What follows belongs to an exercise in optimizing a design on an open flow for small area, a short achievable clock period and few clock cycles per item; a production flow would make more cautious choices. The RTL was checked by simulation tests, not by an equivalence proof against the original design. Power is estimated from default activity; no workload was simulated.

File: flow/config.mk
export PLATFORM = sky130hd
export DESIGN_NAME = task3
export DESIGN_NICKNAME = task3
export VERILOG_FILES = /design/flow/design.v
export SDC_FILE = /design/flow/constraint.sdc
export NUM_CORES = 4
export LEC_CHECK = 0
export ABC_AREA = 1
export CAP_MARGIN = 20
export CORE_MARGIN = 2
export CORE_UTILIZATION = 40
export SETUP_SLACK_MARGIN = 5
export SLEW_MARGIN = 20
export TNS_END_PERCENT = 100
File: flow/constraint.sdc
create_clock -name core_clock -period 11.0 [get_ports {clk}]
set_input_delay 2.2000 -clock core_clock [delete_from_list [all_inputs] [get_ports {clk}]]
set_output_delay 2.2000 -clock core_clock [all_outputs]
set_load 0.01 [all_outputs]
File: flow/design.v
module task3 (
    input  wire        clk,
    input  wire        rst,
    input  wire [2:0]  opcode,
    input  wire [7:0]  in2,
    input  wire [7:0]  in1,
    input  wire [7:0]  in0,
    output wire [23:0] result,
    output wire        done
);
    wire [7:0] a = in2, b = in1, c = in0;
    reg  [23:0] S, C;         
    reg  [7:0]  ar, yr;       
    reg  [10:0] xr;           
    reg  [1:0]  ph;           
    wire acc = (ph == 2'd0);
    assign done   = acc;
    wire [23:0] P = S + C;
    assign result = P;
    wire is0 = opcode == 3'd0, is1 = opcode == 3'd1, is2 = opcode == 3'd2, is3 = opcode == 3'd3;
    wire is4 = opcode == 3'd4, is5 = opcode == 3'd5, is6 = opcode == 3'd6, is7 = opcode == 3'd7;
    wire [23:0] bz = {16'd0, b};
    wire [23:0] cz = {16'd0, c};
    wire [23:0] bs = {{16{b[7]}}, b};
    wire [23:0] cs = {{16{c[7]}}, c};
    wire [23:0] shr = $signed(cs) >>> b;
    wire [1:0]  s7 = {1'b0, a[7]} + {1'b0, b[7]} + {1'b0, c[7]};
    wire nomul = acc & (is0 | is1 | is3);
    reg [15:0] X;
    reg [7:0]  Y;
    reg [23:0] F1, F2;
    reg        k1, k13;
    always @(*) begin
        X = 16'd0; Y = 8'd0; F1 = 24'd0; F2 = 24'd0; k1 = 1'b0; k13 = 1'b0;
        case (ph)
            2'd0: begin
                Y = is5 ? c : is6 ? 8'd1 : b;
                if (is0) begin F1 = bz;  F2 = cz; end
                if (is1) begin F1 = ~bz; F2 = cz; k1 = 1'b1; end
                if (is2) begin X = cs[15:0]; F2 = {17'd0, b[7], 6'd0}; end
                if (is3) F1 = shr;
                if (is4) begin X = bs[15:0]; F2 = {17'd0, b[7], 6'd0}; end
                if (is5) begin X = cs[15:0]; F2 = {17'd0, c[7], 6'd0}; end
                if (is6) begin X = {{8{a[7]}}, a}; F1 = bs; F2 = cs; end
                if (is7) begin X = ~{bs[13:0], 2'b00}; F1 = {bs[21:0], 2'b00};
                               F2 = {16'd0, s7, 6'd0}; k13 = 1'b1; end
            end
            2'd1: begin X = P[15:0]; Y = yr; F2 = {17'd0, yr[7], 6'd0}; end
            default: begin X = {{5{xr[10]}}, xr}; Y = yr; F1 = S; F2 = C; end
        endcase
    end
    wire [16:0] xe = {X[15], X};
    wire [8:0]  yb = {Y, 1'b0};
    wire [16:0] v0, v1, v2, v3;
    wire [3:0]  ng;
    genvar j;
    generate for (j = 0; j < 4; j = j + 1) begin : bth
        wire y2 = yb[2*j+2], y1 = yb[2*j+1], y0 = yb[2*j];
        wire one = y1 ^ y0;
        wire two = (y2 & ~y1 & ~y0) | (~y2 & y1 & y0);
        wire [16:0] sel = ({17{one}} & xe) | ({17{two}} & {xe[15:0], 1'b0});
        wire n = (j == 3) ? y2 & ~nomul : y2;
        wire [16:0] v = sel ^ {17{n}};
        assign ng[j] = n;
        if (j == 0) assign v0 = v;
        if (j == 1) assign v1 = v;
        if (j == 2) assign v2 = v;
        if (j == 3) assign v3 = v;
    end endgenerate
    wire [23:0] B0 = {5'd0, ~v0[16], v0[16], v0[16], v0[15:0]};
    wire [23:0] B1 = {3'd0, 1'b1, ~v1[16], v1[15:0], 1'b0, ng[0]};
    wire [23:0] B2 = {1'd0, 1'b1, ~v2[16], v2[15:0], 1'b0, ng[1], 1'b0, k1};
    wire [23:0] B3 = {1'b1, ~v3[16], v3[15:0], 1'b0, ng[2], k13, k13, 1'b0, k13};
    function [47:0] csa(input [23:0] x, input [23:0] y, input [23:0] z);
        csa = {x ^ y ^ z, ((x & y) | (x & z) | (y & z)) << 1};
    endfunction
    wire [23:0] s1, c1, s2, c2, s3, c3, s4, c4;
    assign {s1, c1} = csa(B0, B1, B2);
    assign {s2, c2} = csa(B3, F1, F2);
    assign {s3, c3} = csa(s1, c1, s2);
    assign {s4, c4} = csa(s3, c3, c2);
    always @(posedge clk) begin
        S <= s4;
        C <= c4;
        ar <= a;
        if (ph == 2'd2) begin
            yr <= ar;
            xr <= {ar[7], ar[7], ar[7], ar} * 11'sd5 + 11'sd8;
        end else begin
            yr <= c;
            xr <= {c[7], c[7], c[7], c} * 11'sd6 - 11'sd2;
        end
        if (rst) ph <= 2'd0;
        else case (ph)
            2'd0: ph <= is5 ? 2'd1 : is7 ? 2'd2 : 2'd0;
            2'd2: ph <= 2'd3;
            default: ph <= 2'd0;
        endcase
    end
endmodule
File: flow/flow/run.sh
#!/bin/bash
# Standard layout with port buffers of a faster cell and the timing repair
# aimed at a tighter setup margin. The make output goes to standard.log;
# each ORFS step's full log stays under orfs/logs.
set -o pipefail
bash standard.sh "BUFFER_PORTS_ARGS=-buffer_cell sky130_fd_sc_hd__buf_4" SETUP_SLACK_MARGIN=5.5 TNS_END_PERCENT=100 finish > standard.log 2>&1
File: flow/standard.sh
#!/bin/bash
# synth_recipe.tcl (not shown) runs the flow's synth.tcl, then flattens the netlist and writes it again
# the make line also repeats each setting of config.mk as NAME=value (left out here)
make -C /OpenROAD-flow-scripts/flow DESIGN_CONFIG=/design/flow/config.mk WORK_HOME=/design/flow/orfs CLKGATE_MAP_FILE= SYNTH_SCRIPT=/design/flow/synth_recipe.tcl "${@:-finish}"
==> flow_summary.json, run 1 <==
{
  "fin_crit_ns": 5.36,
  "status": "complete, no violations",
  "grt_pass1_vias": 8252,
  "syn2layout_area_growth_pct": 14.9,
  "die_area_sq_um": 23700,
  "synth_top_area_share_pct": 17.8,
  "tightestPinTransition_ns": 0.756,
  "synth_most_common_cell": "nand2_1",
  "fmax_mhz": 187,
  "crit_required_ns": 11.23,
  "finalCritPeriodShare_pct": 48.7,
  "vias": 8531,
  "place_area_sq_um": 9570,
  "grt_usage_pct": 25.1,
  "crit_type": "input port to register",
  "fin_nets": 1460,
  "grt_pass1_wl_mm": 46.0,
  "gp_congestion": 1.00,
  "setup_tns_ns": 0,
  "synth_area_leaders": "fa_1 18%, dfxtp_1 17%, nand2_1 11%",
  "drc": 0,
  "hold_path.class": "register to register",
  "synth_seq_cells": 75,
  "cts_tree": "yes",
  "drive_above_1_share_pct": 14.6,
  "ir_worst_vdd_v": 0.000124,
  "met1_usage_pct": 35.3,
  "clkSinkCount": 75,
  "drtAntennaViolNets": 0,
  "slew_headroom_pct": 49.5,
  "antenna_found_initial": 0,
  "met3_usage_pct": 5.75,
  "grt_max_degree": 26,
  "stdcell_area_sq_um": 10300,
  "portBuffers": 53,
  "rows": 54,
  "crit_path_end_kind": "register",
  "drt_wl_total_mm": 29.1,
  "synth_area_sq_um": 8990,
  "clk_pin_slew_ns": 0.06,
  "clk_latency_ns": 0.35,
  "syn_avg_cell_area_sq_um": 7.24,
  "fin_skew_ns": 0.00337,
  "drt_iter0_markers": 679,
  "busiest_layer": "met2",
  "yosysTopAreaCell": "fa_1",
  "setup_violations": 0,
  "finalHoldViolations": 0,
  "htree_levels": 3,
  "via_per_inst": 5.38,
  "synth_cell_types": 61,
  "postCtsHoldBufs": 0,
  "synth_ff_type": "dfxtp_1",
  "ctsLongestPathBuffers": 2,
  "worstPathArrival_ns": 5.59,
  "die_width_um": 154,
  "avgRoutedWirePerCell_um": 18.4,
  "synth_edf_count": 0,
  "finalMaxSlewViolations": 0,
  "p_leak_nw": 5.07,
  "core_sq_um": 22000,
  "drt-pass1-iter-count": 7,
  "root_buffer": "clkbuf_16",
  "path_max_fanout": 8,
  "die_y_um": 154,
  "synth_fp_nets": 1400,
  "initial_core_util_pct": 40.9,
  "grt_overflow_total": 0,
  "pin_count": 54,
  "grt_util_met2_pct": 39.5,
  "syn-instance-count": 1242,
  "cp-start-kind": "input port",
  "seq_area_frac_synth_pct": 16.7,
  "hpwlAfterDp_mm": 23.0,
  "drv_cap": 0,
  "synthTopCellsByCount": "262 x nand2_1, 182 x inv_1, 124 x o21ai_0, 80 x fa_1, 75 x dfxtp_1",
  "yosys_warnings": 1,
  "numCtsBuffers": 9,
  "postSynth.asyncResetShare_pct": 0,
  "rsz0062_at_grt": "true",
  "powerDensity_nw_per_um2": 276
}
layer usage:
| metal | up-vias | wire [um] |
|---|---|---|
| li1 | 4172 | - |
| met1 | 4065 | 13400 |
| met2 | 252 | 13000 |
| met3 | 42 | 2220 |
| met4 | 0 | 462 |
| met5 | - | 0 |
state kept, by name, summed over array words and instances (netlist names):
register and cells:
ph 2, S 24, ar 8, xr 11, yr 8, C 22
cell type report:
type | count | area [sq um]
antenna | 1 | 2.50
clock buffer | 9 | 225
clock inverter | 5 | 104
fill | 2259 | 11600
inverter | 204 | 810
multi-input combinational | 928 | 6660
sequential | 75 | 1500
tap | 280 | 350
timing repair buffer | 83 | 672
timing repair inverter | 1 | 5.00
worst max-delay path: stages:
cell	delay (ns)
buf_6	0.13
nand2_8	0.08
nor2_4	0.23
clkinv_4	0.12
clkbuf_2	0.16
buf_4	0.16
nand3_1	0.08
o2111ai_1	0.17
o221ai_2	0.26
o21ai_0	0.22
xor2_1	0.19
fa_1	0.49
inv_1	0.05
fa_1	0.52
inv_1	0.05
fa_1	0.45
per-stage QoR:
step | total power, mW | hold slack (ns) | std cells | utilization (%) | worst slack [ns]
2_1_floorplan | 1.84 | 0.429 | 1242 | - | 5.71
3_3_place_gp | 2.45 | 0.455 | 1544 | 43.6 | 4.74
3_5_place_dp | 2.49 | 0.459 | 1544 | 43.6 | 4.71
4_1_cts | 2.86 | 0.468 | 1568 | 45.8 | 5.50
5_1_grt | 3.21 | 0.504 | 1585 | 47.0 | 5.50
6_report | 2.85 | 0.472 | 1586 | 47.1 | 5.64
path summary, 6_finish.rpt:
check                  from  endpoint  slack [ns]  cells past startpoint
setup / recovery  opcode[1]      S[8]        5.64                     16
hold / removal        ar[0]     xr[0]        0.47                      2
setup reg to reg      ph[1]     S[11]        6.16                     17
hold reg to reg       ar[0]     xr[0]        0.47                      2
power breakdown:
group	switching, mW	internal, mW	total, mW
logic	1.23	0.823	2.05
clock network	0.117	0.219	0.336
registers	0.0699	0.400	0.470
total	1.41	1.44	2.85
cell families (layout without fill, tap and decap cells):
logic type	count (synthesis)	count (layout)	synth area share (%)
fa+ha+maj	129	129	24.6
other cells	0	1	0
simple gates	448	449	21.8
compound gates	273	273	18.4
flops	75	75	16.7
mux	1	1	0.111
buf+inv	240	302	10.9
xor+xnor	76	76	7.41
cells in the final DEF, fill, tap and decap left out, types with 49 or more instances in the layout:
| master | count |
|---|---|
| nand2_1 | 249 |
| inv_1 | 179 |
| o21ai_0 | 114 |
| fa_1 | 80 |
| dfxtp_1 | 75 |
| buf_4 | 74 |
| nand3_1 | 69 |
| xor2_1 | 65 |
| nor2_1 | 64 |
| a21oi_1 | 52 |
| ha_1 | 49 |
repair_timing:
item,CTS,global route
pin swaps,4,12
hold endpoints to repair,0,0
cloned,0,2
endpoints found under the setup margin,36,35
buffers inserted,10,15
resized for setup,18,57
Testbench counts, summed over its fixed seeds: cycles 219,878, ops 160,000.
==> inputs of run 2 (changes only) <==
==> flow/flow/run.sh (replaced) <==
#!/bin/bash
# Standard layout with port buffers of a faster cell and the timing repair
# aimed at a tighter setup margin. The make output goes to standard.log;
# each ORFS step's full log stays under orfs/logs.
set -o pipefail
bash standard.sh "BUFFER_PORTS_ARGS=-buffer_cell sky130_fd_sc_hd__buf_2" SETUP_SLACK_MARGIN=5.5 TNS_END_PERCENT=100 finish > standard.log 2>&1
==> run 2 against run 1 <==
Effect of this change:
- die area did not move
- area after synthesis stayed put
- register-to-register slack improved by 0.02 ns
- flip-flop and latch count stayed put
- non-clock buffer count rose by 12
- cell count is 0.76% higher
- combinational power fell by 3%
- critical path depth rose by 2
- setup slack worse by 0.018 ns
- maximum frequency fell by 0.34%
- routed wire length decreased by 0.50%
- global-route usage decreased by 0.40 points
==> flow_summary.json, run 2 <==
{
  "status": "complete, no violations",
  "finalCritPeriodShare_pct": 48.9,
  "tightestPinTransition_ns": 0.800,
  "cts_tree": "yes",
  "stdcell_area_sq_um": 10300,
  "layout_commonest_cell": "nand2_1",
  "fin_crit_ns": 5.38,
  "top_regs": "S x24, C x22, xr x11",
  "mostFrequentLayoutCells": "253 x nand2_1, 178 x inv_1, 112 x o21ai_0, 80 x fa_1, 75 x dfxtp_1",
  "rsz0062_at_grt": "false",
  "drive_above_1_share_pct": 15.9,
  "fmax_mhz": 186,
  "finalMaxSlewViolations": 0,
  "synth_area_sq_um": 8990,
  "whs_ns": 0.458,
  "grt_pass1_wl_mm": 45.5,
  "seqCellArea_sq_um": 1500,
  "drtAntennaViolNets": 0,
  "hold_path.class": "register to register",
  "hpwlAfterDp_mm": 22.7,
  "root_buffer": "clkbuf_16",
  "antenna_found_initial": 0,
  "synth_seq_cells": 75,
  "cp-start-kind": "input port",
  "portBuffers": 53,
  "die_y_um": 154,
  "multi_input_area_sq_um": 6690,
  "ctsLongestPathBuffers": 2,
  "setup_tns_ns": 0,
  "die_width_um": 154,
  "numCtsBuffers": 9,
  "clk_latency_ns": 0.36,
  "drc": 0,
  "n_antenna_cell": 0,
  "avgRoutedWirePerCell_um": 18.1,
  "clk_pin_slew_ns": 0.07,
  "syn_avg_cell_area_sq_um": 7.24,
  "synthTopCellsByCount": "262 x nand2_1, 182 x inv_1, 124 x o21ai_0, 80 x fa_1, 75 x dfxtp_1",
  "finalHoldViolations": 0,
  "setup_violations": 0,
  "crit_required_ns": 11.30,
  "drt_iter0_markers": 783,
  "nFillCells": 2255,
  "syn2layout_area_growth_pct": 14.3,
  "slowest_delay_ns": 0.56,
  "slew_headroom_pct": 46.6,
  "grt_pass1_vias": 8337,
  "ir_worst_vdd_v": 0.000114,
  "worstPathArrival_ns": 5.68,
  "initial_core_util_pct": 40.9,
  "drt-pass1-iter-count": 5,
  "slowest_stage": "fa_1",
  "crit_type": "input port to register",
  "die_area_sq_um": 23700,
  "seq_area_frac_synth_pct": 16.7,
  "powerDensity_nw_per_um2": 268,
  "yosys_warnings": 1,
  "crit_path_end_kind": "register",
  "core_sq_um": 22000,
  "synth_most_common_cell": "nand2_1",
  "fin_nets": 1471,
  "place_area_sq_um": 9440,
  "cp_cell_sequence": "buf_4 > nand2_8 > nor2_4 > buf_4 > buf_4 > o21ai_1 > a22oi_1 > or2_4 > nand2_2 > nand2_4 > buf_4 > o22ai_2 > xor2_1 > fa_1 > inv_1 > fa_1 > inv_1 > fa_1",
  "grt_max_degree": 26,
  "synth_ff_type": "dfxtp_1",
  "synth_fp_nets": 1400,
  "postSynth.asyncResetShare_pct": 0,
  "grt_usage_pct": 24.7,
  "via_per_inst": 5.44,
  "htree_levels": 3,
  "drv_cap": 0,
  "drt_wl_total_mm": 29.0,
  "postCtsHoldBufs": 0,
  "largest_reg_flops": 24,
  "regMostFlops": "S",
  "path_max_fanout": 10,
  "p_leak_nw": 5.07,
  "clkSinkCount": 75,
  "rows": 54,
  "crit_top_cell": "buf_4",
  "synth_top_area_share_pct": 17.8,
  "vias": 8689,
  "yosysTopAreaCell": "fa_1",
  "grt_overflow_total": 0,
  "fin_skew_ns": 0.00859,
  "synth_area_leaders": "fa_1 18%, dfxtp_1 17%, nand2_1 11%",
  "pin_count": 54,
  "gp_congestion": 1.01,
  "synth_edf_count": 0,
  "syn-instance-count": 1242,
  "synth_cell_types": 61
}
[run 2: cell count changes in the layout (fill, tap and decap cells not counted), moves of 5 or more]
| cell | previous run | this run |
|---|---|---|
| nand2_2 | 19 | 13 |
| buf_6 | 5 | 0 |
| buf_2 | 0 | 50 |
| buf_4 | 74 | 42 |
| nor2_2 | 8 | 13 |
| nor2_1 | 64 | 59 |
[run 2: power by group]
group | switching, mW | total [mW] | leakage [nW] | internal [mW]
sequential | 0.0702 | 0.470 | 0.630 | 0.400
clock | 0.135 | 0.298 | 0.143 | 0.164
combinational | 1.23 | 1.99 | 4.30 | 0.758
[run 2: cell families (layout without fill, tap and decap cells)]
family | after synthesis | count (layout) | share of synthesized area (%)
flops | 75 | 75 | 16.7
compound gates | 273 | 273 | 18.4
simple gates | 448 | 449 | 21.8
xor+xnor | 76 | 76 | 7.41
fa+ha+maj | 129 | 129 | 24.6
buf+inv | 240 | 315 | 10.9
mux | 1 | 1 | 0.111
[run 2: path summary, 6_finish.rpt]
path             start    end  slack, ns  depth (start not counted)
max reg2reg      ph[1]   S[9]       6.18                         16
min reg2reg      ar[0]  xr[0]       0.46                          2
max          opcode[2]   S[7]       5.62                         18
min              ar[0]  xr[0]       0.46                          2
[run 2: routing by layer]
metal | vias to the layer above | GRT usage (%) | part of all wire, %
li1 | 4169 | - | -
met1 | 4137 | 35.7 | 47
met2 | 328 | 38.5 | 44
met3 | 55 | 3.44 | 6.5
met4 | 0 | 7.17 | 2.5
met5 | - | 0 | 0
[run 2: critical path: cells and delay by family]
family,cells,cell delay [ns]
adder cells (fa/ha/maj),3,1.55
buffers and inverters,6,0.69
AND/OR/NAND/NOR,5,0.67
AO/OA/AOI/OAI,3,0.37
XOR/XNOR,1,0.18
[run 2: metrics by stage]
step	instances	worst slack, ns	utilization [%]	power [mW]
CTS	1573	5.48	45.1	2.72
finish	1598	5.62	46.8	2.75
global route	1598	5.49	46.8	3.10
floorplan	1242	5.71	-	1.84
detailed placement	1544	4.64	43.0	2.40
global placement	1544	4.72	43.0	2.35
[run 2: layout make-up]
class | instances | share of cell area, %
sequential | 75 | 14.6
clock inverter | 6 | 0.548
tap | 280 | 3.41
inverter | 204 | 7.89
clock buffer | 10 | 2.33
multi-input combinational | 928 | 65.1
timing repair buffer | 95 | 6.14
[run 2: timing repair]
action / 4_1_cts / 5_1_grt
buffers inserted: 13 / 23
pin swaps: 5 / 15
gates cloned: 0 / 2
endpoints found under the setup margin: 37 / 36
resized for setup: 22 / 57
==> inputs of run 3 (changes only) <==
==> flow/flow/run.sh (replaced) <==
#!/bin/bash
# Standard layout with port buffers of a faster cell and the timing repair
# aimed at a tighter setup margin. The make output goes to standard.log;
# each ORFS step's full log stays under orfs/logs.
set -o pipefail
bash standard.sh "BUFFER_PORTS_ARGS=-buffer_cell sky130_fd_sc_hd__buf_1" SETUP_SLACK_MARGIN=5.5 TNS_END_PERCENT=100 finish > standard.log 2>&1
==> run 3 against run 2 <==
Effect of this change:
- design area down 0.54%
- synthesized cell count unchanged
- count of clock-buffer cells in the layout down 1
- utilization down 0.25 points
- sequential power about the same
- highest routed layer unchanged
- non-clock buffer count down 8
- power about the same
- still clean
- combinational power about the same
==> flow_summary.json, run 3 <==
{
  "status": "complete, no violations",
  "fin_crit_ns": 5.41,
  "drt_iter0_markers": 831,
  "powerDensity_nw_per_um2": 269,
  "rr_endpoint": "S[8]",
  "root_buffer": "clkbuf_16",
  "largest_reg_flops": 24,
  "drt-pass1-iter-count": 5,
  "drc": 0,
  "pwr-share-seq_pct": 17.1,
  "synth_seq_cells": 75,
  "numCtsBuffers": 9,
  "nFillCells": 2238,
  "min_to": "xr[0]",
  "core_sq_um": 22000,
  "drive_above_1_share_pct": 12.7,
  "cp-startpoint": "opcode[1]",
  "die_area_sq_um": 23700,
  "htree_levels": 3,
  "fin_nets": 1463,
  "mostFrequentLayoutCells": "252 x nand2_1, 177 x inv_1, 117 x o21ai_0, 80 x fa_1, 75 x dfxtp_1",
  "setup_tns_ns": 0,
  "setup_violations": 0,
  "finalMaxSlewViolations": 0,
  "syn-instance-count": 1242,
  "p_total_mw": 2.75,
  "grt_max_degree": 26,
  "r2r_cells": 14,
  "postSynth.asyncResetShare_pct": 0,
  "top_regs": "S x24, C x22, xr x11",
  "rows": 54,
  "synth_edf_count": 0,
  "portBuffers": 53,
  "grt_usage_pct": 24.7,
  "finalCritPeriodShare_pct": 49.2,
  "syn2layout_area_growth_pct": 13.7,
  "drv_cap": 0,
  "die_width_um": 154,
  "avgRoutedWirePerCell_um": 18.2,
  "grt_pass1_vias": 8291,
  "grt_overflow_total": 0,
  "ff2ff_setup_slack_ns": 6.16,
  "gp_congestion": 1.00,
  "initial_core_util_pct": 40.9,
  "regMostFlops": "S",
  "cts_tree": "yes",
  "antenna_found_initial": 0,
  "rsz0062_at_grt": "true",
  "synthTopCellsByCount": "262 x nand2_1, 182 x inv_1, 124 x o21ai_0, 80 x fa_1, 75 x dfxtp_1",
  "fmax_mhz": 185,
  "synth_most_common_cell": "nand2_1",
  "hpwlAfterDp_mm": 22.5,
  "switching_share_pct": 52.6,
  "synth_fp_nets": 1400,
  "min_path_cells": 2,
  "drt_wl_total_mm": 28.9,
  "crit_required_ns": 11.23,
  "clkSinkCount": 75,
  "ir_worst_vdd_v": 0.000109,
  "worstPathArrival_ns": 5.64,
  "clk_latency_ns": 0.37,
  "fin_skew_ns": 0.0163,
  "r2r_start": "ph[1]",
  "synth_area_sq_um": 8990,
  "synth_cell_types": 61,
  "slew_headroom_pct": 46.4,
  "pin_count": 54,
  "p_comb_share_pct": 71.3,
  "path_max_fanout": 12,
  "clk_pin_slew_ns": 0.06,
  "synth_top_area_share_pct": 17.8,
  "syn_avg_cell_area_sq_um": 7.24,
  "clkPwrFrac_pct": 11.6,
  "vias": 8632,
  "synth_area_leaders": "fa_1 18%, dfxtp_1 17%, nand2_1 11%",
  "seq_area_frac_synth_pct": 16.7,
  "hold_path.class": "register to register",
  "cp-start-kind": "input port",
  "drtAntennaViolNets": 0,
  "die_y_um": 154,
  "via_per_inst": 5.43,
  "crit_type": "input port to register",
  "yosys_warnings": 1,
  "p_int_mw": 1.31,
  "crit_path_end_kind": "register",
  "ctsLongestPathBuffers": 2,
  "yosysTopAreaCell": "fa_1",
  "grt_pass1_wl_mm": 45.4,
  "p_sw_mw": 1.45,
  "finalHoldViolations": 0,
  "hold_path_startpoint": "ar[0]",
  "tightestPinTransition_ns": 0.802,
  "p_leak_nw": 4.95,
  "n_antenna_cell": 0,
  "synth_ff_type": "dfxtp_1",
  "layout_commonest_cell": "nand2_1"
}
-- run 3: cell counts after synthesis --
Identical to the previous run, type by type.
-- run 3: timing repair --
| item | in CTS | in global routing |
|---|---|---|
| hold buffers | 0 | 0 |
| cloned | 0 | 2 |
| setup buffers | 11 | 16 |
| pin swaps | 5 | 9 |
| resized for setup | 28 | 63 |
| endpoints found under the setup margin | 39 | 39 |
-- run 3: cell families (layout without fill, tap and decap cells) --
logic type,after synthesis,count (layout),synth area share [%]
adders and majority gates,129,129,24.6
DFF,75,75,16.7
buffers and inverters,240,307,10.9
AOI/OAI and AO/OA,273,273,18.4
xor gates and xnor gates,76,76,7.41
and+or+nand+nor,448,449,21.8
muxes,1,1,0.111
-- run 3: stage by stage --
stage / worst slack [ns] / std cells / hold WS, ns / util, % / area, sq um
2_1_floorplan: 5.71 / 1242 / 0.429 / - / 8990
3_3_place_gp: 4.42 / 1545 / 0.446 / 42.7 / 9380
3_5_place_dp: 4.37 / 1545 / 0.460 / 42.7 / 9380
4_1_cts: 5.49 / 1572 / 0.470 / 44.9 / 9850
5_1_grt: 5.47 / 1590 / 0.512 / 46.5 / 10200
6_report: 5.59 / 1590 / 0.473 / 46.5 / 10200
-- run 3: final cells by class --
| cell class | instances | area (sq um) | share of cell area (%) |
|---|---|---|---|
| timing repair buffer | 87 | 532 | 5.20 |
| multi-input combinational | 928 | 6730 | 65.8 |
| inverter | 204 | 800 | 7.82 |
| clock inverter | 7 | 83.8 | 0.820 |
| clock buffer | 9 | 225 | 2.20 |
| sequential | 75 | 1500 | 14.7 |
| tap | 280 | 350 | 3.43 |
-- run 3: routing by layer --
metal / global-route usage, % / part of all wire (%) / up-vias
li1: - / - / 4160
met1: 34.7 / 45 / 4082
met2: 38.6 / 44 / 342
met3: 4.85 / 8.3 / 48
met4: 7.12 / 2.3 / 0
met5: 0 / 0 / -
-- run 3: power groups by stage --
stage / Clock (mW) / Combinational, mW / Sequential, mW
2_1_floorplan: 0 / 1.39 / 0.443
3_3_place_gp: 0 / 1.85 / 0.473
3_5_place_dp: 0 / 1.90 / 0.474
4_1_cts: 0.323 / 1.94 / 0.470
5_1_grt: 0.332 / 2.29 / 0.481
6_report: 0.319 / 1.96 / 0.470
-- run 3: worst max-delay path by stage --
stage | slack [ns] | to | cells after the start
detailed placement | 4.37 | S[8] | 18
finish | 5.59 | S[11] | 19
floorplan | 5.71 | S[8] | 16
global placement | 4.42 | S[8] | 18
global route | 5.47 | S[8] | 16
CTS | 5.49 | S[8] | 20
-- run 3: critical path, cell delays in order --
cell	delay [ns]
clkbuf_4	0.18
nand2_8	0.13
nor2_4	0.06
buf_6	0.15
o21ai_2	0.14
nand2_2	0.11
nand2_8	0.09
inv_4	0.07
or2_4	0.29
nand2_2	0.09
nand2_4	0.11
inv_2	0.11
nand2_1	0.08
o21ai_2	0.09
xor2_1	0.25
fa_1	0.47
fa_1	0.54
inv_1	0.05
fa_1	0.42
==> inputs of run 4 (changes only) <==
--- a/flow/design.v
+++ b/flow/design.v
@@ -41,7 +41,7 @@
                 if (is3) F1 = shr;
                 if (is4) begin X = bs[15:0]; F2 = {17'd0, b[7], 6'd0}; end
                 if (is5) begin X = cs[15:0]; F2 = {17'd0, c[7], 6'd0}; end
-                if (is6) begin X = {{8{a[7]}}, a}; F1 = bs; F2 = cs; end
+                if (is6) begin X = cs[15:0]; F1 = bs; F2 = {{16{a[7]}}, a}; end
                 if (is7) begin X = ~{bs[13:0], 2'b00}; F1 = {bs[21:0], 2'b00};
                                F2 = {16'd0, s7, 6'd0}; k13 = 1'b1; end
             end
==> run 4 against run 3 <==
Effect of this change:
- critical path depth shrank 5
- maximum frequency increased by 0.83%
- critical endpoint is now S[17]
- cell count fell by 2.1%
- highest routed layer unchanged
- sequential power about the same
- largest power group unchanged
- utilization is 0.53 points lower
- synthesized cell count shrank 2.9%
==> flow_summary.json, run 4 <==
{
  "synth_area_sq_um": 8870,
  "clk_latency_ns": 0.35,
  "drt_iter0_markers": 654,
  "yosysTopAreaCell": "fa_1",
  "drc": 0,
  "stdcell_area_sq_um": 10000,
  "p_leak_nw": 4.85,
  "n_antenna_cell": 0,
  "die_y_um": 153,
  "die_width_um": 153,
  "regMostFlops": "S",
  "root_buffer": "clkbuf_16",
  "synth_area_leaders": "fa_1 18%, dfxtp_1 17%, nand2_1 10%",
  "hold_path.class": "register to register",
  "layout_commonest_cell": "nand2_1",
  "seq_area_frac_synth_pct": 16.9,
  "grt_max_degree": 48,
  "fmax_mhz": 186,
  "portBuffers": 53,
  "via_per_inst": 5.41,
  "drtAntennaViolNets": 0,
  "synth_fp_nets": 1364,
  "tightestPinTransition_ns": 0.814,
  "clk_pin_slew_ns": 0.06,
  "drv_cap": 0,
  "setup_violations": 0,
  "slowest_stage": "fa_1",
  "grt_usage_pct": 24.8,
  "avgRoutedWirePerCell_um": 18.2,
  "fin_nets": 1429,
  "cp_cell_sequence": "clkbuf_4 > inv_2 > nand2_1 > inv_1 > nor2_1 > inv_1 > a21oi_2 > inv_2 > o211ai_1 > nand2_1 > fa_1 > fa_1 > inv_1 > fa_1",
  "place_area_sq_um": 9250,
  "rows": 54,
  "grt_pass1_wl_mm": 45.7,
  "status": "complete, no violations",
  "synth_cell_types": 57,
  "htree_levels": 3,
  "cts_tree": "yes",
  "initial_core_util_pct": 40.6,
  "crit_type": "input port to register",
  "synth_ff_type": "dfxtp_1",
  "cp-start-kind": "input port",
  "drt_wl_total_mm": 28.3,
  "synth_seq_cells": 75,
  "synth_top_area_share_pct": 18.1,
  "fin_crit_ns": 5.36,
  "yosys_warnings": 1,
  "crit_buf_inv": 6,
  "numCtsBuffers": 9,
  "antenna_found_initial": 0,
  "worstPathArrival_ns": 5.59,
  "pin_count": 54,
  "crit_required_ns": 11.23,
  "slew_headroom_pct": 45.6,
  "drive_above_1_share_pct": 11.4,
  "finalMaxSlewViolations": 0,
  "powerDensity_nw_per_um2": 268,
  "setup_tns_ns": 0,
  "rsz0062_at_grt": "true",
  "ir_worst_vdd_v": 0.000107,
  "synth_most_common_cell": "nand2_1",
  "die_area_sq_um": 23400,
  "synthTopCellsByCount": "236 x nand2_1, 174 x inv_1, 106 x o21ai_0, 80 x fa_1, 75 x dfxtp_1",
  "hpwlAfterDp_mm": 22.4,
  "syn-instance-count": 1206,
  "slowest_delay_ns": 0.57,
  "clkSinkCount": 75,
  "mostFrequentLayoutCells": "228 x nand2_1, 174 x inv_1, 103 x o21ai_0, 80 x fa_1, 75 x dfxtp_1",
  "postSynth.asyncResetShare_pct": 0,
  "fin_skew_ns": 0.00574,
  "syn_avg_cell_area_sq_um": 7.35,
  "core_sq_um": 21800,
  "critical_path.top_delay_family": "adder cells",
  "ctsLongestPathBuffers": 2,
  "path_max_fanout": 15,
  "vias": 8413,
  "grt_overflow_total": 0,
  "gp_congestion": 0.961,
  "finalHoldViolations": 0,
  "grt_pass1_vias": 8262,
  "top_regs": "S x24, C x22, xr x11",
  "synth_edf_count": 0,
  "finalCritPeriodShare_pct": 48.8,
  "drt-pass1-iter-count": 5,
  "largest_reg_flops": 24,
  "syn2layout_area_growth_pct": 13.3,
  "crit_path_end_kind": "register"
}
[run 4: area by class of cell]
class / instances / area [sq um]
Clock buffer: 11 / 243
Clock inverter: 5 / 60.1
Fill cell: 2244 / 11800
Inverter: 194 / 752
Multi-Input combinational cell: 900 / 6600
Sequential cell: 75 / 1500
Tap cell: 280 / 350
Timing Repair Buffer: 91 / 536
[run 4: per-stage QoR]
step                      setup WS (ns)  utilization, %  power (mW)  cells  hold slack (ns)
after floorplan                    5.55               -        1.81   1206            0.429
after global placement             4.47            42.4        2.28   1507            0.476
after detailed placement           4.36            42.4        2.34   1507            0.469
after CTS                          5.46            44.6        2.68   1535            0.481
after global routing               5.49            46.0        3.04   1556            0.530
final                              5.64            46.0        2.70   1556            0.473
[run 4: cells by family after synthesis]
kind of cell               after synthesis  synth area share, %
DFF                                     75                 16.9
and+or+nand+nor                        418                 21.2
AOI/OAI and AO/OA                      273                 18.5
buffers and inverters                  232                 10.6
xor gates and xnor gates                78                 7.71
adders and majority gates              129                 25.0
muxes                                    1                0.113
[run 4: report_power, final]
part	internal, mW	leakage, nW	switching [mW]	total [mW]
Sequential	0.400	0.630	0.0726	0.472
Clock	0.183	0.147	0.128	0.311
Combinational	0.702	4.07	1.21	1.91
Total	1.28	4.85	1.41	2.70
[run 4: repair_timing]
| action | CTS | global route |
|---|---|---|
| gates cloned | 1 | 0 |
| setup endpoints to repair | 40 | 41 |
| setup buffers | 11 | 21 |
| pin swaps | 7 | 11 |
| hold buffers | 0 | 0 |
| resized for setup | 21 | 41 |
[run 4: final timing paths]
check | cells after the start | slack [ns] | end | from
worst min-delay path | 2 | 0.47 | xr[0] | ar[0]
worst max-delay path | 14 | 5.64 | S[17] | opcode[2]
worst min register to register | 2 | 0.47 | xr[0] | ar[0]
worst max register to register | 16 | 6.28 | S[8] | ph[0]
[run 4: metal layers]
layer / wire length [um] / share of wire, % / global-route usage (%) / vias to the layer above
met3: 1980 / 7.0 / 3.32 / 35
met2: 12400 / 44 / 38.3 / 274
li1: - / - / - / 4084
met1: 13400 / 48 / 36.8 / 4020
met4: 501 / 1.8 / 5.73 / 0
met5: 0 / 0 / 0 / -
[run 4: worst min-delay path, cell delays in order, from the launching register on]
cell	delay [ns]
dfxtp_1	0.32
inv_1	0.07
nor2_1	0.04
Testbench counts of run 4, summed over its fixed seeds: cycles 219,878, ops 160,000.
==> inputs of run 5 (changes only) <==
--- a/flow/config.mk
+++ b/flow/config.mk
@@ -9,6 +9,7 @@
 export CAP_MARGIN = 20
 export CORE_MARGIN = 2
 export CORE_UTILIZATION = 40
+export CTS_BUF_LIST = sky130_fd_sc_hd__clkbuf_4 sky130_fd_sc_hd__clkbuf_8
 export SETUP_SLACK_MARGIN = 5
 export SLEW_MARGIN = 20
 export TNS_END_PERCENT = 100
==> run 5 against run 4 <==
Effect of this change:
- power decreased by 3.0%
- die area unchanged
- sequential share of layout area increased by 0.25 points
- highest routed layer unchanged
- via count increased by 0.31%
- largest power group unchanged
- still clean
- combinational power about the same
- synthesized cell count unchanged
==> flow_summary.json, run 5 <==
{
  "fin_crit_ns": 5.36,
  "clk_latency_ns": 0.38,
  "synth_most_common_cell": "nand2_1",
  "synth_fp_nets": 1364,
  "hpwlAfterDp_mm": 22.4,
  "drtAntennaViolNets": 0,
  "synth_area_leaders": "fa_1 18%, dfxtp_1 17%, nand2_1 10%",
  "numCtsBuffers": 9,
  "avgRoutedWirePerCell_um": 18.2,
  "grt_overflow_total": 0,
  "grt_usage_pct": 24.7,
  "yosys_warnings": 1,
  "place_area_sq_um": 9250,
  "fmax_mhz": 186,
  "worstPathArrival_ns": 5.62,
  "synth_ff_type": "dfxtp_1",
  "htree_levels": 3,
  "grt_pass1_vias": 8303,
  "initial_core_util_pct": 40.6,
  "finalMaxSlewViolations": 0,
  "whs_ns": 0.479,
  "ir_worst_vdd_v": 0.000109,
  "die_area_sq_um": 23400,
  "setup_tns_ns": 0,
  "yosysTopAreaCell": "fa_1",
  "drc": 0,
  "finalCritPeriodShare_pct": 48.7,
  "die_y_um": 153,
  "syn2layout_area_growth_pct": 11.4,
  "antenna_found_initial": 0,
  "cp-start-kind": "input port",
  "cts_tree": "yes",
  "pwr-share-seq_pct": 18.0,
  "drive_above_1_share_pct": 11.2,
  "synth_cell_types": 57,
  "synth_edf_count": 0,
  "drt_wl_total_mm": 28.3,
  "p_leak_nw": 4.78,
  "p_sw_mw": 1.40,
  "via_per_inst": 5.44,
  "p_int_mw": 1.21,
  "drt_iter0_markers": 711,
  "mostFrequentLayoutCells": "228 x nand2_1, 174 x inv_1, 103 x o21ai_0, 80 x fa_1, 75 x dfxtp_1",
  "crit_type": "input port to register",
  "powerDensity_nw_per_um2": 265,
  "clk_pin_slew_ns": 0.09,
  "synthTopCellsByCount": "236 x nand2_1, 174 x inv_1, 106 x o21ai_0, 80 x fa_1, 75 x dfxtp_1",
  "top_regs": "S x24, C x22, xr x11",
  "ctsLongestPathBuffers": 2,
  "tightestPinTransition_ns": 0.784,
  "postSynth.asyncResetShare_pct": 0,
  "drv_cap": 0,
  "rows": 54,
  "grt_max_degree": 48,
  "syn-instance-count": 1206,
  "drt-pass1-iter-count": 5,
  "syn_avg_cell_area_sq_um": 7.35,
  "status": "complete, no violations",
  "layout_commonest_cell": "nand2_1",
  "clkPwrFrac_pct": 9.0,
  "stdcell_area_sq_um": 9880,
  "finalHoldViolations": 0,
  "synth_area_sq_um": 8870,
  "die_width_um": 153,
  "regMostFlops": "S",
  "fin_skew_ns": 0.00807,
  "p_comb_share_pct": 73.0,
  "crit_required_ns": 11.26,
  "largest_reg_flops": 24,
  "synth_top_area_share_pct": 18.1,
  "grt_pass1_wl_mm": 45.8,
  "synth_seq_cells": 75,
  "gp_congestion": 0.961,
  "crit_path_end_kind": "register",
  "fin_util_pct": 45.3,
  "hold_path.class": "register to register",
  "path_max_fanout": 11,
  "root_buffer": "clkbuf_8",
  "fin_nets": 1425,
  "setup_violations": 0,
  "clkSinkCount": 75,
  "core_sq_um": 21800,
  "portBuffers": 53,
  "n_antenna_cell": 0,
  "rsz0062_at_grt": "true",
  "pin_count": 54,
  "vias": 8439,
  "seq_area_frac_synth_pct": 16.9,
  "switching_share_pct": 53.6,
  "slew_headroom_pct": 47.6
}
run 5: cell counts after synthesis:
No cell type changed its count.
run 5: area by class of cell:
cell class	count	area, sq um
Clock buffer	11	145
Clock inverter	5	60.1
Fill cell	2266	11900
Inverter	194	749
Multi-Input combinational cell	900	6570
Sequential cell	75	1500
Tap cell	280	350
Timing Repair Buffer	87	499
run 5: cells by family after synthesis:
group | after synthesis | share of synthesized area [%]
buffers and inverters | 232 | 10.6
adders and majority gates | 129 | 25.0
AOI/OAI and AO/OA | 273 | 18.5
xor gates and xnor gates | 78 | 7.71
DFF | 75 | 16.9
and+or+nand+nor | 418 | 21.2
muxes | 1 | 0.113
run 5: worst max-delay path, stage by stage:
cell      delay [ns]
buf_2           0.16
nand2_4         0.13
inv_2           0.07
nand2_4         0.16
nand2_4         0.11
nor2_2          0.16
o21bai_4        0.12
buf_12          0.15
nand2_2         0.07
inv_2           0.05
nor2_4          0.17
inv_4           0.10
o22ai_1         0.20
xor2_1          0.12
fa_1            0.54
inv_1           0.07
fa_1            0.50
inv_1           0.06
fa_1            0.47
run 5: worst paths after layout:
| check | depth (start not counted) | slack, ns | from | to |
|---|---|---|---|---|
| worst max-delay path | 19 | 5.64 | opcode[2] | S[10] |
| worst min-delay path | 2 | 0.48 | ar[0] | xr[0] |
| worst max register to register | 16 | 6.27 | ph[0] | S[17] |
| worst min register to register | 2 | 0.48 | ar[0] | xr[0] |
run 5: repair_timing:
action                     4_1_cts  5_1_grt
buffers inserted                11       17
resized for setup               20       35
pin swaps                        6       11
setup endpoints to repair       40       41
gates cloned                     1        0
hold buffers                     0        0
run 5: power groups by stage:
stage	Sequential, mW	Clock [mW]	Combinational [mW]
2_1_floorplan	0.442	0	1.36
3_3_place_gp	0.473	0	1.80
3_5_place_dp	0.475	0	1.86
4_1_cts	0.470	0.240	1.89
5_1_grt	0.481	0.249	2.22
6_report	0.471	0.234	1.91
run 5: routing by layer:
layer,vias to the layer above,wire length [um],GRT usage [%]
met1,4069,13600,36.8
li1,4075,-,-
met3,31,1900,3.29
met5,-,0,0
met4,0,447,5.56
met2,264,12400,38.3
run 5: stage by stage:
step / power, mW / instances / worst slack (ns)
2_1_floorplan: 1.81 / 1206 / 5.55
3_3_place_gp: 2.28 / 1507 / 4.47
3_5_place_dp: 2.34 / 1507 / 4.36
4_1_cts: 2.60 / 1535 / 5.50
5_1_grt: 2.95 / 1552 / 5.47
6_report: 2.61 / 1552 / 5.64
==> inputs of run 6 (changes only) <==
--- a/flow/design.v
+++ b/flow/design.v
@@ -38,7 +38,7 @@
                 if (is0) begin F1 = bz;  F2 = cz; end
                 if (is1) begin F1 = ~bz; F2 = cz; k1 = 1'b1; end
                 if (is2) begin X = cs[15:0]; F2 = {17'd0, b[7], 6'd0}; end
-                if (is3) F1 = shr;
+                if (is3) F2 = shr;
                 if (is4) begin X = bs[15:0]; F2 = {17'd0, b[7], 6'd0}; end
                 if (is5) begin X = cs[15:0]; F2 = {17'd0, c[7], 6'd0}; end
                 if (is6) begin X = cs[15:0]; F1 = bs; F2 = {{16{a[7]}}, a}; end
==> run 6 against run 5 <==
Effect of this change:
- setup slack better by 0.014 ns
- clock power down 12%
- non-clock buffer count down 5
- die area down 1.1%
- critical path type unchanged
- sequential share of layout area up 0.22 points
- clock skew up 0.013 ns
- cell count down 1.3%
- highest routed layer unchanged
- power down 0.56%
==> flow_summary.json, run 6 <==
{
  "status": "complete, no violations",
  "pin_count": 54,
  "powerDensity_nw_per_um2": 267,
  "rsz0062_at_grt": "false",
  "die_y_um": 152,
  "pwr-share-seq_pct": 18.1,
  "initial_core_util_pct": 40.4,
  "clk_latency_ns": 0.40,
  "drive_above_1_share_pct": 10.8,
  "yosys_warnings": 1,
  "fin_skew_ns": 0.0214,
  "seq_area_frac_synth_pct": 17.1,
  "fmax_mhz": 187,
  "die_area_sq_um": 23100,
  "crit_path_end_kind": "register",
  "p_int_mw": 1.19,
  "whs_ns": 0.471,
  "grt_usage_pct": 23.4,
  "grt_max_degree": 50,
  "clk_pin_slew_ns": 0.10,
  "syn_avg_cell_area_sq_um": 7.34,
  "fin_crit_ns": 5.35,
  "p_comb_share_pct": 74.0,
  "crit_required_ns": 11.35,
  "p_sw_mw": 1.41,
  "regMostFlops": "S",
  "finalMaxSlewViolations": 0,
  "finalCritPeriodShare_pct": 48.6,
  "synth_edf_count": 0,
  "grt_overflow_total": 0,
  "gp_congestion": 0.948,
  "setup_tns_ns": 0,
  "synth_fp_nets": 1353,
  "drt_iter0_markers": 626,
  "ir_worst_vdd_v": 0.0000859,
  "ctsLongestPathBuffers": 2,
  "setup_violations": 0,
  "finalHoldViolations": 0,
  "syn-instance-count": 1195,
  "switching_share_pct": 54.3,
  "fin_nets": 1405,
  "hpwlAfterDp_mm": 21.1,
  "synth_area_leaders": "fa_1 18%, dfxtp_1 17%, nand2_1 10%",
  "drt_wl_total_mm": 27.1,
  "yosysTopAreaCell": "fa_1",
  "slew_headroom_pct": 50.8,
  "cts_tree": "yes",
  "n_antenna_cell": 0,
  "htree_levels": 3,
  "tightestPinTransition_ns": 0.736,
  "synth_area_sq_um": 8770,
  "synthTopCellsByCount": "240 x nand2_1, 174 x inv_1, 83 x o21ai_0, 80 x fa_1",
  "via_per_inst": 5.35,
  "top_regs": "S x24, C x22, xr x11",
  "synth_most_common_cell": "nand2_1",
  "syn2layout_area_growth_pct": 11.1,
  "avgRoutedWirePerCell_um": 17.7,
  "core_sq_um": 21700,
  "drtAntennaViolNets": 0,
  "drt-pass1-iter-count": 5,
  "layout_commonest_cell": "nand2_1",
  "portBuffers": 53,
  "crit_type": "input port to register",
  "synth_ff_type": "dfxtp_1",
  "drc": 0,
  "cp-start-kind": "input port",
  "vias": 8203,
  "clkPwrFrac_pct": 7.9,
  "p_leak_nw": 4.77,
  "path_max_fanout": 9,
  "postSynth.asyncResetShare_pct": 0,
  "drv_cap": 0,
  "grt_pass1_vias": 7958,
  "clkSinkCount": 75,
  "synth_top_area_share_pct": 18.3,
  "worstPathArrival_ns": 5.70,
  "die_width_um": 152,
  "mostFrequentLayoutCells": "233 x nand2_1, 172 x inv_1, 81 x o21ai_0, 80 x fa_1",
  "numCtsBuffers": 9,
  "root_buffer": "clkbuf_8",
  "synth_seq_cells": 75,
  "largest_reg_flops": 24,
  "nFillCells": 2250,
  "rows": 54,
  "hold_path.class": "register to register",
  "synth_cell_types": 55,
  "grt_pass1_wl_mm": 43.0,
  "antenna_found_initial": 0,
  "postCtsHoldBufs": 0
}
## run 6: cell types whose count changed in the layout (fill, tap and decap cells not counted), moves of 6 or more
cell and delta:
xor2_1 +6, nand3_1 +6, a31oi_1 +7, nor2_4 -7
o22ai_2 +8, o21ai_0 -22
## run 6: cell type report
class | count | area [sq um] | area share, %
inverters | 195 | 768 | 7.89
well taps | 280 | 350 | 3.60
clock buffers | 9 | 124 | 1.27
clock inverters | 7 | 51.3 | 0.527
multi-input cells | 883 | 6480 | 66.6
repair inverters | 1 | 5.00 | 0.0514
flip-flops and latches | 75 | 1500 | 15.4
repair buffers | 82 | 454 | 4.66
## run 6: worst max-delay path: stages
cell and delay [ns]:
buf_2 0.23, nor2_1 0.15, nor2_1 0.22, a21oi_1 0.10, nand2_1 0.08, o21ai_0 0.12
o21ai_0 0.29, o21ai_0 0.14, a22oi_1 0.35, nor2_1 0.11, a21oi_1 0.21, fa_1 0.44
inv_1 0.07, fa_1 0.44, fa_1 0.54
## run 6: logic make-up (layout without fill, tap and decap cells)
group	Yosys count	after routing	synth area share, %
AOI/OAI and AO/OA	263	263	18.1
xor gates and xnor gates	82	82	8.19
buffers and inverters	238	294	11.3
DFF	75	75	17.1
adders and majority gates	129	129	25.3
and+or+nand+nor	408	409	20.1
## run 6: worst paths after layout
path	startpoint	to	slack, ns	cells past startpoint
min	ar[0]	xr[0]	0.47	2
max reg2reg	ph[0]	S[8]	6.45	14
min reg2reg	ar[0]	xr[0]	0.47	2
max	in1[7]	S[4]	5.65	15
## run 6: repair_timing
item,CTS,global route
pin swaps,3,7
hold endpoints to repair,0,0
setup buffers,9,15
gates cloned,1,1
gates resized for setup,11,52
endpoints found under the setup margin,42,36
## run 6: power by group through the flow
| stage | Sequential, mW | Combinational (mW) | Clock [mW] |
|---|---|---|---|
| 2_1_floorplan | 0.444 | 1.40 | 0 |
| 3_3_place_gp | 0.478 | 1.82 | 0 |
| 3_5_place_dp | 0.475 | 1.88 | 0 |
| 4_1_cts | 0.471 | 1.90 | 0.211 |
| 5_1_grt | 0.482 | 2.23 | 0.219 |
| 6_report | 0.471 | 1.92 | 0.206 |
## run 6: per-layer routing
| metal | global-route usage, % | routed length [um] | share of wire [%] | vias up |
|---|---|---|---|---|
| met5 | 0 | 0 | 0 | - |
| met4 | 5.52 | 454 | 1.7 | 0 |
| met3 | 3.45 | 1680 | 6.2 | 32 |
| met2 | 36.7 | 12200 | 45 | 268 |
| met1 | 34.0 | 12800 | 47 | 3891 |
| li1 | - | - | - | 4012 |
## run 6: metrics by stage
stage	worst slack (ns)	power [mW]	instance area, sq um	util (%)	std cells
after floorplan	5.60	1.84	8770	-	1195
after global placement	4.24	2.30	9110	42.0	1490
after detailed placement	4.21	2.36	9120	42.0	1490
after CTS	5.50	2.58	9400	43.3	1516
after global routing	5.48	2.93	9740	44.9	1532
final	5.65	2.60	9740	44.9	1532
Testbench counts of run 6, summed over its fixed seeds: cycles 219,878, ops 160,000.
==> inputs of run 7 (changes only) <==
--- a/flow/config.mk
+++ b/flow/config.mk
@@ -8,7 +8,7 @@
 export ABC_AREA = 1
 export CAP_MARGIN = 20
 export CORE_MARGIN = 2
-export CORE_UTILIZATION = 40
+export CORE_UTILIZATION = 55
 export CTS_BUF_LIST = sky130_fd_sc_hd__clkbuf_4 sky130_fd_sc_hd__clkbuf_8
 export SETUP_SLACK_MARGIN = 5
 export SLEW_MARGIN = 20
==> run 7 against run 6 <==
Effect of this change:
- routed wire length is 1.7% lower
- first-iteration DRC count is 5.4% higher
- still clean on timing, DRC and antenna
- cell count is 4.3% lower
- setup slack worse by 0.068 ns
- clock power is 23% higher
- critical path depth is 2 higher
- count of clock-buffer cells in the layout stayed put
- maximum frequency is 1.3% lower
- via count is 2.0% higher
- register-to-register slack worse by 0.35 ns
- largest cell class unchanged
- synthesized cell count stayed put
- critical path type unchanged
==> flow_summary.json, run 7 <==
{
  "fmax_mhz": 185,
  "powerDensity_nw_per_um2": 274,
  "slowest_stage": "fa_1",
  "finalHoldViolations": 0,
  "pre_cts_slack_ns": 4.45,
  "yosys_warnings": 1,
  "setup_tns_ns": 0,
  "place_area_sq_um": 9030,
  "vias": 8369,
  "synth_seq_cells": 75,
  "crit_top_cell": "fa_1",
  "stdcell_area_sq_um": 9670,
  "drt-pass1-iter-count": 6,
  "layout_commonest_cell": "nand2_1",
  "drc": 0,
  "slew_headroom_pct": 41.3,
  "status": "complete, no violations",
  "crit_required_ns": 11.26,
  "finalMaxSlewViolations": 0,
  "top_regs": "S x24, C x22, xr x11",
  "grt_overflow_total": 0,
  "postSynth.asyncResetShare_pct": 0,
  "root_buffer": "clkbuf_8",
  "hold_path.class": "register to register",
  "hpwlAfterDp_mm": 20.6,
  "fin_nets": 1403,
  "synth_fp_nets": 1353,
  "busiest_layer": "met2",
  "avgRoutedWirePerCell_um": 18.2,
  "portBuffers": 53,
  "crit_type": "input port to register",
  "cp_cell_sequence": "clkbuf_4 > inv_6 > nand3_4 > inv_4 > nand2_1 > nand3_1 > o21ai_1 > buf_6 > or2_1 > nand2_2 > nand2_4 > o22ai_1 > xor2_1 > fa_1 > fa_1 > inv_1 > fa_1",
  "die_area_sq_um": 17000,
  "p_leak_nw": 4.78,
  "synth_edf_count": 0,
  "met3_usage_pct": 5.04,
  "fin_ws_ns": 5.58,
  "drv_cap": 0,
  "tightestPinTransition_ns": 0.880,
  "clkSinkCount": 75,
  "antenna_found_initial": 0,
  "synth_ff_type": "dfxtp_1",
  "rsz0062_at_grt": "true",
  "seq_area_frac_synth_pct": 17.1,
  "yosysTopAreaCell": "fa_1",
  "n_antenna_cell": 0,
  "synth_most_common_cell": "nand2_1",
  "clk_latency_ns": 0.39,
  "synthTopCellsByCount": "240 x nand2_1, 174 x inv_1, 83 x o21ai_0, 80 x fa_1",
  "grt_max_degree": 50,
  "worstPathArrival_ns": 5.68,
  "die_width_um": 130,
  "drt_wl_total_mm": 26.7,
  "mostFrequentLayoutCells": "232 x nand2_1, 173 x inv_1, 81 x o21ai_0, 80 x fa_1, 75 x dfxtp_1",
  "critical_path.top_delay_family": "adder cells",
  "finalCritPeriodShare_pct": 49.2,
  "syn2layout_area_growth_pct": 10.2,
  "syn-instance-count": 1195,
  "grt_util_met2_pct": 48.5,
  "crit_buf_inv": 5,
  "nFillCells": 1552,
  "gp_congestion": 0.992,
  "postCtsHoldBufs": 0,
  "setup_violations": 0,
  "drive_above_1_share_pct": 10.6,
  "initial_core_util_pct": 55.8,
  "fin_skew_ns": 0.0116,
  "syn_avg_cell_area_sq_um": 7.34,
  "synth_cell_types": 55,
  "regMostFlops": "S",
  "met1_usage_pct": 47.3,
  "slowest_delay_ns": 0.54,
  "crit_path_end_kind": "register",
  "htree_levels": 3,
  "die_y_um": 130,
  "grt_pass1_wl_mm": 41.5,
  "synth_top_area_share_pct": 18.3,
  "cts_tree": "yes",
  "clk_pin_slew_ns": 0.09,
  "drtAntennaViolNets": 0,
  "pin_count": 54,
  "ir_worst_vdd_v": 0.000225,
  "largest_reg_flops": 24,
  "rows": 46,
  "synth_area_sq_um": 8770,
  "synth_area_leaders": "fa_1 18%, dfxtp_1 17%, nand2_1 10%",
  "numCtsBuffers": 9,
  "ctsLongestPathBuffers": 2,
  "drt_iter0_markers": 660,
  "cp-start-kind": "input port",
  "path_max_fanout": 10,
  "grt_usage_pct": 32.3,
  "grt_pass1_vias": 7783,
  "fin_crit_ns": 5.42,
  "via_per_inst": 5.71,
  "core_sq_um": 15700
}
-- run 7: cell count changes in the layout (fill, tap and decap cells not counted), moves of 2 or more --
cell        delta
xor2_2         +2
bufinv_16      +2
nand2_4        -3
xor2_1         -2
clkinvlp_4     -3
buf_4          -2
nand2_2        +4
-- run 7: logic make-up after synthesis --
group                    Yosys count  synth area share (%)
AND/OR/NAND/NOR                  408                  20.1
buffers and inverters            238                  11.3
adder cells (fa/ha/maj)          129                  25.3
flip-flops                        75                  17.1
XOR/XNOR                          82                  8.19
AO/OA/AOI/OAI                    263                  18.1
-- run 7: area by class of cell --
type	count	area (sq um)	area share, %
Timing Repair Buffer	80	423	4.38
Sequential cell	75	1500	15.5
Tap cell	216	270	2.80
Clock buffer	9	124	1.28
Multi-Input combinational cell	883	6470	67.0
Inverter	195	767	7.94
Timing Repair inverter	1	5.00	0.0518
Clock inverter	7	100	1.04
-- run 7: repair_timing --
| action | 4_1_cts | 5_1_grt |
|---|---|---|
| gates cloned | 1 | 1 |
| setup buffers | 7 | 15 |
| setup endpoints to repair | 42 | 37 |
| resized for setup | 12 | 48 |
| pin swaps | 3 | 5 |
-- run 7: path summary, 6_finish.rpt --
check | end | depth (start not counted) | from | slack (ns)
max reg2reg | S[7] | 14 | ph[0] | 6.10
min reg2reg | xr[0] | 2 | ar[0] | 0.45
max | S[15] | 17 | opcode[1] | 5.58
min | xr[0] | 2 | ar[0] | 0.45
-- run 7: per-layer routing --
layer  part of all wire (%)  vias up
met5                      0        -
met4                    2.9        0
met3                    7.7       58
met2                     44      340
met1                     45     3962
li1                       -     4009
-- run 7: power breakdown --
group,leakage (nW),total (mW),switching [mW],internal (mW)
registers,0.631,0.468,0.0677,0.400
clock network,0.114,0.253,0.123,0.130
logic,4.04,1.93,1.22,0.708
total,4.78,2.65,1.41,1.24
-- run 7: through the flow --
step | hold WS (ns) | util (%) | total power, mW | std cells
finish | 0.454 | 61.5 | 2.65 | 1466
CTS | 0.462 | 59.5 | 2.61 | 1450
detailed placement | 0.452 | 57.5 | 2.35 | 1426
global route | 0.486 | 61.5 | 3.00 | 1466
floorplan | 0.429 | - | 1.84 | 1195
global placement | 0.454 | 57.5 | 2.31 | 1426
-- run 7: worst reg2reg max path: stages (launching register included) --
cell     delay (ns)
dfxtp_1        0.61
nor2_4         0.74
inv_1          0.45
nor2_4         0.30
nand2_1        0.11
o21ai_0        0.09
a21oi_1        0.07
o21ai_1        0.41
o22ai_1        0.19
xor2_1         0.19
fa_1           0.54
inv_1          0.05
fa_1           0.52
inv_1          0.05
fa_1           0.46
==> inputs of run 8 (changes only) <==
--- a/flow/config.mk
+++ b/flow/config.mk
@@ -8,8 +8,8 @@
 export ABC_AREA = 1
 export CAP_MARGIN = 20
 export CORE_MARGIN = 2
-export CORE_UTILIZATION = 55
-export CTS_BUF_LIST = sky130_fd_sc_hd__clkbuf_4 sky130_fd_sc_hd__clkbuf_8
+export CORE_UTILIZATION = 40
+export CTS_BUF_LIST = sky130_fd_sc_hd__clkbuf_8
 export SETUP_SLACK_MARGIN = 5
 export SLEW_MARGIN = 20
 export TNS_END_PERCENT = 100
==> run 8 against run 7 <==
Effect of this change:
- register-to-register slack improved by 0.35 ns
- still clean
- non-clock buffer count rose by 2
- critical path type unchanged
- cell count rose by 4.5%
==> flow_summary.json, run 8 <==
{
  "n_antenna_cell": 0,
  "largest_reg_flops": 24,
  "avgRoutedWirePerCell_um": 17.7,
  "synthTopCellsByCount": "240 x nand2_1, 174 x inv_1, 83 x o21ai_0, 80 x fa_1",
  "ctsLongestPathBuffers": 2,
  "cts_tree": "yes",
  "crit_required_ns": 11.35,
  "die_y_um": 152,
  "slowest_delay_ns": 0.54,
  "hold_path.class": "register to register",
  "crit_type": "input port to register",
  "synth_fp_nets": 1353,
  "critical_path.top_delay_family": "adder cells",
  "cp_cell_sequence": "buf_2 > nor2_1 > nor2_1 > a21oi_1 > nand2_1 > o21ai_0 > o21ai_0 > o21ai_0 > a22oi_1 > nor2_1 > a21oi_1 > fa_1 > inv_1 > fa_1 > fa_1",
  "numCtsBuffers": 9,
  "drv_cap": 0,
  "synth_area_sq_um": 8770,
  "drt_iter0_markers": 626,
  "via_per_inst": 5.35,
  "core_sq_um": 21700,
  "grt_overflow_total": 0,
  "busiest_layer": "met2",
  "finalCritPeriodShare_pct": 48.6,
  "drtAntennaViolNets": 0,
  "clkSinkCount": 75,
  "grt_usage_pct": 23.4,
  "p_total_mw": 2.60,
  "ir_worst_vdd_v": 0.0000859,
  "grt_util_met2_pct": 36.7,
  "antenna_found_initial": 0,
  "syn_avg_cell_area_sq_um": 7.34,
  "fin_skew_ns": 0.0214,
  "synth_cell_types": 55,
  "fmax_mhz": 187,
  "hpwlAfterDp_mm": 21.1,
  "powerDensity_nw_per_um2": 267,
  "crit_buf_inv": 2,
  "fin_crit_ns": 5.35,
  "yosys_warnings": 1,
  "setup_violations": 0,
  "cp-start-kind": "input port",
  "yosysTopAreaCell": "fa_1",
  "postSynth.asyncResetShare_pct": 0,
  "finalHoldViolations": 0,
  "grt_pass1_wl_mm": 43.0,
  "rsz0062_at_grt": "false",
  "die_area_sq_um": 23100,
  "grt_pass1_vias": 7958,
  "grt_max_degree": 50,
  "syn2layout_area_growth_pct": 11.1,
  "synth_ff_type": "dfxtp_1",
  "synth_most_common_cell": "nand2_1",
  "clk_latency_ns": 0.40,
  "drt-pass1-iter-count": 5,
  "drt_wl_total_mm": 27.1,
  "worstPathArrival_ns": 5.70,
  "initial_core_util_pct": 40.4,
  "setup_tns_ns": 0,
  "root_buffer": "clkbuf_8",
  "syn-instance-count": 1195,
  "drive_above_1_share_pct": 10.8,
  "ff2ff_setup_slack_ns": 6.45,
  "clk_pin_slew_ns": 0.10,
  "met1_usage_pct": 34.0,
  "slowest_stage": "fa_1",
  "rows": 54,
  "met3_usage_pct": 3.45,
  "tightestPinTransition_ns": 0.736,
  "finalMaxSlewViolations": 0,
  "die_width_um": 152,
  "portBuffers": 53,
  "slew_headroom_pct": 50.8,
  "top_regs": "S x24, C x22, xr x11",
  "synth_seq_cells": 75,
  "fin_nets": 1405,
  "crit_path_end_kind": "register",
  "gp_congestion": 0.948,
  "htree_levels": 3,
  "drc": 0,
  "synth_area_leaders": "fa_1 18%, dfxtp_1 17%, nand2_1 10%",
  "layout_commonest_cell": "nand2_1",
  "layoutNonFillerInstCount": 1532,
  "seq_area_frac_synth_pct": 17.1,
  "synth_top_area_share_pct": 18.3,
  "placed_cells": 1490,
  "status": "complete, no violations",
  "pin_count": 54,
  "mostFrequentLayoutCells": "233 x nand2_1, 172 x inv_1, 81 x o21ai_0, 80 x fa_1",
  "p_leak_nw": 4.77,
  "regMostFlops": "S",
  "synth_edf_count": 0,
  "vias": 8203,
  "path_max_fanout": 9
}
[run 8: repair_timing]
item	CTS	global route
hold buffers	0	0
setup buffers	9	15
cloned	1	1
pin swaps	3	7
endpoints found under the setup margin	42	36
gates resized for setup	11	52
[run 8: path summary, 6_finish.rpt]
| check | start | end | depth (start not counted) |
|---|---|---|---|
| hold reg to reg | ar[0] | xr[0] | 2 |
| hold / removal | ar[0] | xr[0] | 2 |
| setup / recovery | in1[7] | S[4] | 15 |
| setup reg to reg | ph[0] | S[8] | 14 |
[run 8: through the flow]
stage	worst slack [ns]	util (%)	hold slack, ns	cell area (sq um)
6_report	5.65	44.9	0.471	9740
2_1_floorplan	5.60	-	0.429	8770
3_5_place_dp	4.21	42.0	0.458	9120
5_1_grt	5.48	44.9	0.526	9740
4_1_cts	5.50	43.3	0.466	9400
3_3_place_gp	4.24	42.0	0.462	9110
[run 8: cell families (layout without fill, tap and decap cells)]
logic type	Yosys count	in the layout	share of synthesized area, %
xor+xnor	82	82	8.19
buf+inv	238	294	11.3
simple gates	408	409	20.1
compound gates	263	263	18.1
fa+ha+maj	129	129	25.3
flops	75	75	17.1
[run 8: power by group]
group          leakage [nW]  switching (mW)  internal (mW)
logic                  4.06            1.22          0.706
registers             0.631          0.0701          0.401
clock network        0.0860           0.123         0.0830
total                  4.77            1.41           1.19
[run 8: worst reg2reg max path, cell delays in order, from the launching register on]
cell	delay, ns
dfxtp_1	0.55
nor2_4	0.70
inv_1	0.43
nor2_4	0.30
nand2_1	0.11
o21ai_0	0.09
a21oi_1	0.08
o21ai_2	0.19
o22ai_1	0.15
xor2_1	0.18
fa_1	0.54
inv_1	0.05
fa_1	0.53
inv_1	0.06
fa_1	0.47
[run 8: final cells by class]
type / count / area, sq um
Clock inverter: 7 / 51.3
Timing Repair inverter: 1 / 5.00
Timing Repair Buffer: 82 / 454
Clock buffer: 9 / 124
Sequential cell: 75 / 1500
Multi-Input combinational cell: 883 / 6480
Fill cell: 2250 / 12000
Inverter: 195 / 768
Tap cell: 280 / 350
[run 8: per-layer routing]
metal	share of wire, %	vias up
met5	0	-
met4	1.7	0
met3	6.2	32
met2	45	268
met1	47	3891
li1	-	4012

[what the ideal ports hide]
The results above use ideal ports. As a check the final layouts listed here were re-extracted and re-timed, cells and wires unchanged. Step 1 (the two cells are an assumption about what drives the block):
set clk [get_ports {clk}]
set_driving_cell -lib_cell sky130_fd_sc_hd__clkbuf_16 $clk
set_driving_cell -lib_cell sky130_fd_sc_hd__buf_2 [delete_from_list [all_inputs] $clk]
Step 2 times the ports against the registers' clock, not the clock port: input delays grow and output delays shrink by t, the midpoint of the rising clock arrivals with the driver on. a / b / c = ideal ports / drivers / drivers and shift; a / b = the first two.
| run | t (ns) | setup slack, ns | hold slack, ns | worst register clock-pin slew, ns | pins driven straight from the clock port |
|---|---|---|---|---|---|
| run 1 | 0.392 | 5.640 / 5.641 / 5.250 | 0.472 / 0.472 / 0.472 | 0.06 / 0.06 | 1 |
| run 2 | 0.398 | 5.622 / 5.641 / 5.243 | 0.458 / 0.458 / 0.458 | 0.07 / 0.07 | 1 |
| run 3 | 0.403 | 5.593 / 5.617 / 5.214 | 0.473 / 0.473 / 0.473 | 0.08 / 0.08 | 1 |
| run 4 | 0.395 | 5.637 / 5.662 / 5.267 | 0.473 / 0.473 / 0.473 | 0.06 / 0.06 | 1 |
| run 5 | 0.416 | 5.638 / 5.659 / 5.243 | 0.479 / 0.479 / 0.479 | 0.09 / 0.09 | 1 |
| run 6 | 0.430 | 5.652 / 5.668 / 5.238 | 0.471 / 0.471 / 0.471 | 0.10 / 0.10 | 1 |
| run 7 | 0.425 | 5.584 / 5.605 / 5.180 | 0.454 / 0.454 / 0.454 | 0.09 / 0.09 | 1 |
| run 8 | 0.430 | 5.652 / 5.668 / 5.238 | 0.471 / 0.471 / 0.471 | 0.10 / 0.10 | 1 |
After both steps every run listed still meets setup and hold.
